From an optimization exercise on the open Yosys and OpenROAD flow, aimed at small area and a short achievable clock period; shortcuts taken in it are not production practice.
Only simulation tests tie the RTL to the original design; equivalence was not proved.
No activity file was given, so power comes from the tool's default toggle rates.

## lightHashDES
module lightHashDES(
    input              clk,
    input              M_valid,
    input              rst_n,
    input      [7:0]   M,
    input     [63:0]   input_length,
    output reg         hash_ready,
    output     [31:0]  digest
);
Size in the first run: roughly 560 cells after synthesis, about 76 flip-flops, ~4100 sq um of cells after synthesis.
==> flow/config.mk <==
export PLATFORM = sky130hd
export DESIGN_NAME = lightHashDES
export DESIGN_NICKNAME = lightHashDES
export VERILOG_FILES = /design/flow/design.v
export SDC_FILE = /design/flow/constraint.sdc
export NUM_CORES = 4
export LEC_CHECK = 0
export CAP_MARGIN = 20
export CORE_MARGIN = 2
export CORE_UTILIZATION = 40
export SETUP_SLACK_MARGIN = 1.7
export SLEW_MARGIN = 20
export SYNTH_HIERARCHICAL = 1
==> flow/constraint.sdc <==
create_clock -name core_clock -period 3.3 [get_ports {clk}]
set_input_delay 0.6600 -clock core_clock [delete_from_list [all_inputs] [get_ports {clk}]]
set_output_delay 0.6600 -clock core_clock [all_outputs]
set_load 0.01 [all_outputs]
standard.sh (not shown) runs the stock make flow with config.mk's settings and CLKGATE_MAP_FILE= SYNTH_SCRIPT=/design/flow/synth_recipe.tcl, a recipe that flattens the netlist after the stock synthesis.
==> flow/flow/run.sh <==
#!/bin/bash
cp standard.sh standard.sh.txt
export BUFFER_PORTS_ARGS="-buffer_cell sky130_fd_sc_hd__buf_1"
bash standard.sh > standard.log 2>&1
Rerun with:
--- a/flow/config.mk
+++ b/flow/config.mk
@@ -6,8 +6,9 @@
 export NUM_CORES = 4
 export LEC_CHECK = 0
+export ABC_CLOCK_PERIOD_IN_PS = 1600
 export CAP_MARGIN = 20
 export CORE_MARGIN = 2
 export CORE_UTILIZATION = 40
-export SETUP_SLACK_MARGIN = 1.7
+export SETUP_SLACK_MARGIN = 1.6
 export SLEW_MARGIN = 20
 export SYNTH_HIERARCHICAL = 1
Outcome:
- setup slack barely changes
- clock skew goes down by 3.3 ps
- routed wire length goes down by 3.6%
- final area falls by 4.8%
- sequential cell count stays the same
Rerun with:
--- a/flow/config.mk
+++ b/flow/config.mk
@@ -6,8 +6,7 @@
 export NUM_CORES = 4
 export LEC_CHECK = 0
-export ABC_CLOCK_PERIOD_IN_PS = 1600
 export CAP_MARGIN = 20
 export CORE_MARGIN = 2
-export CORE_UTILIZATION = 40
+export CORE_UTILIZATION = 60
 export SETUP_SLACK_MARGIN = 1.6
 export SLEW_MARGIN = 20
Sequential share of layout area barely changes.
Maximum frequency shrinks by 2.8%.
Total power goes down by 2.4%.
Final area decreases by about 0.46%.
Combinational power climbs by about 4.3%.
Clock skew barely changes.
Via count grows by 0.35%.
Rerun with:
--- a/flow/config.mk
+++ b/flow/config.mk
@@ -8,5 +8,5 @@
 export CAP_MARGIN = 20
 export CORE_MARGIN = 2
-export CORE_UTILIZATION = 60
+export CORE_UTILIZATION = 40
 export SETUP_SLACK_MARGIN = 1.6
 export SLEW_MARGIN = 20
Die area rises by 47%.
Design area rises by 0.46%.
Cell count rises by 6.6%.
Maximum frequency rises by 2.9%.
Worst setup slack gains 47 ps.
Worst hold slack loses 13 ps.
Via count falls by 0.35%.
Critical path depth falls by 8.
Clock-buffer cell count is unchanged.

========
lightHashDES again, from the RTL that the note above started with.
==> flow/config.mk <==
export PLATFORM = sky130hd
export DESIGN_NAME = lightHashDES
export DESIGN_NICKNAME = lightHashDES
export VERILOG_FILES = /design/flow/design.v
export SDC_FILE = /design/flow/constraint.sdc
export NUM_CORES = 4
export LEC_CHECK = 0
export CAP_MARGIN = 20
export CORE_MARGIN = 2
export CORE_UTILIZATION = 40
export SETUP_SLACK_MARGIN = 1.5
export SLEW_MARGIN = 20
export SYNTH_HIERARCHICAL = 1
==> flow/constraint.sdc <==
create_clock -name core_clock -period 3.3 [get_ports {clk}]
set_input_delay 0.6600 -clock core_clock [delete_from_list [all_inputs] [get_ports {clk}]]
set_output_delay 0.6600 -clock core_clock [all_outputs]
set_load 0.01 [all_outputs]
Scripts as last shown in full above: flow/flow/run.sh
The first run completed with no timing, DRC or antenna violations.
Next try:
==> flow/flow/run.sh (replaced) <==
#!/bin/bash
cp standard.sh standard.sh.txt
export BUFFER_PORTS_ARGS="-buffer_cell sky130_fd_sc_hd__buf_1"
export SKIP_GATE_CLONING=1
bash standard.sh > standard.log 2>&1
--- a/flow/config.mk
+++ b/flow/config.mk
@@ -10,3 +10,3 @@
 export CORE_UTILIZATION = 40
-export SETUP_SLACK_MARGIN = 1.5
+export SETUP_SLACK_MARGIN = 1.6
 export SLEW_MARGIN = 20
- clock-buffer cell count came out lower by 1
- worst setup slack improved by 73 ps
- critical path depth came out higher by 5
- sequential share of layout area came out lower by 1.1 points
- utilization came out higher by 2.5 points
- routed wire length came out higher by 3.4%
- final area came out higher by 5.1%
- clock skew hardly moves
- area after synthesis stays the same
- first-iteration DRC count came out lower by 3.7%
Next try:
==> flow/flow/run.sh (replaced) <==
#!/bin/bash
cp standard.sh standard.sh.txt
export BUFFER_PORTS_ARGS="-buffer_cell sky130_fd_sc_hd__buf_1"
bash standard.sh > standard.log 2>&1
--- a/flow/config.mk
+++ b/flow/config.mk
@@ -7,2 +7,3 @@
 export LEC_CHECK = 0
+export ABC_CLOCK_PERIOD_IN_PS = 1000
 export CAP_MARGIN = 20
Worst setup slack is better by 25 ps.
Via count hardly moves.
Die area stays the same.
Clock-buffer cell count stays the same.
Design area goes down by 2.0%.
Area after synthesis is unchanged.
Wire length came out lower by 0.95%.
Core utilization shrinks by 1.0 points.
Hold slack barely changes.

========
Another version of the RTL of lightHashDES (not shown whole).
For scale: about 570 cells after synthesis, ~76 flip-flops, about 0.0042 mm² of cells after synthesis.
clock: 3.3 ns
lec_check: 0
cap_margin: 20
core_margin: 2
core_utilization: 40
setup_slack_margin: 1.6
slew_margin: 20
synth_hierarchical: 1
==> flow/flow/run.sh <==
#!/bin/bash
cp standard.sh standard.sh.txt
export BUFFER_PORTS_ARGS="-buffer_cell sky130_fd_sc_hd__buf_1"
export CTS_CLUSTER_SIZE=30 CTS_CLUSTER_DIAMETER=100
bash standard.sh > standard.log 2>&1
Change:
--- a/flow/flow/run.sh
+++ b/flow/flow/run.sh
@@ -4 +3,0 @@
-export CTS_CLUSTER_SIZE=30 CTS_CLUSTER_DIAMETER=100
Effect: Clock skew does not change; cell area is unchanged; worst setup slack is unchanged; worst hold slack is unchanged.

## separate check: timing with driven ports
The results above use ideal ports. As a check the final layouts listed here were re-extracted and re-timed, cells and wires unchanged.
Step 1 sets driving cells, clkbuf_16 on the clock port and buf_2 on the other inputs (assumed; they add their load-dependent delay and slew).
Step 2 also shifts input and output timing later by t, the mid clock arrival at the registers, as if the neighbouring blocks saw the same clock.
a / b / c = no drivers / after step 1 / after step 2; a / b = the first two.
run | t, ns | slack for setup (ns) | worst register clock-pin slew, ns
the first run of note 1 | 0.380 | 1.677 / 1.677 / 1.429 | 0.08 / 0.08
the second run of note 1 | 0.374 | 1.676 / 1.645 / 1.358 | 0.08 / 0.08
the third run of note 1 | 0.367 | 1.630 / 1.630 / 1.348 | 0.08 / 0.08
the fourth run of note 1 | 0.374 | 1.676 / 1.645 / 1.358 | 0.08 / 0.08
the first run of note 2 | 0.384 | 1.578 / 1.566 / 1.202 | 0.08 / 0.08
the second run of note 2 | 0.374 | 1.652 / 1.644 / 1.358 | 0.08 / 0.08
the third run of note 2 | 0.374 | 1.676 / 1.645 / 1.358 | 0.08 / 0.08
the first run of note 3 | 0.384 | 1.687 / 1.661 / 1.318 | 0.07 / 0.07
the second run of note 3 | 0.384 | 1.687 / 1.661 / 1.318 | 0.07 / 0.07
After both steps setup and hold are still met in every run listed. The setup slack of the first run of note 2, which loses most, moves by -0.012 ns with the drivers and by -0.376 ns with both steps.
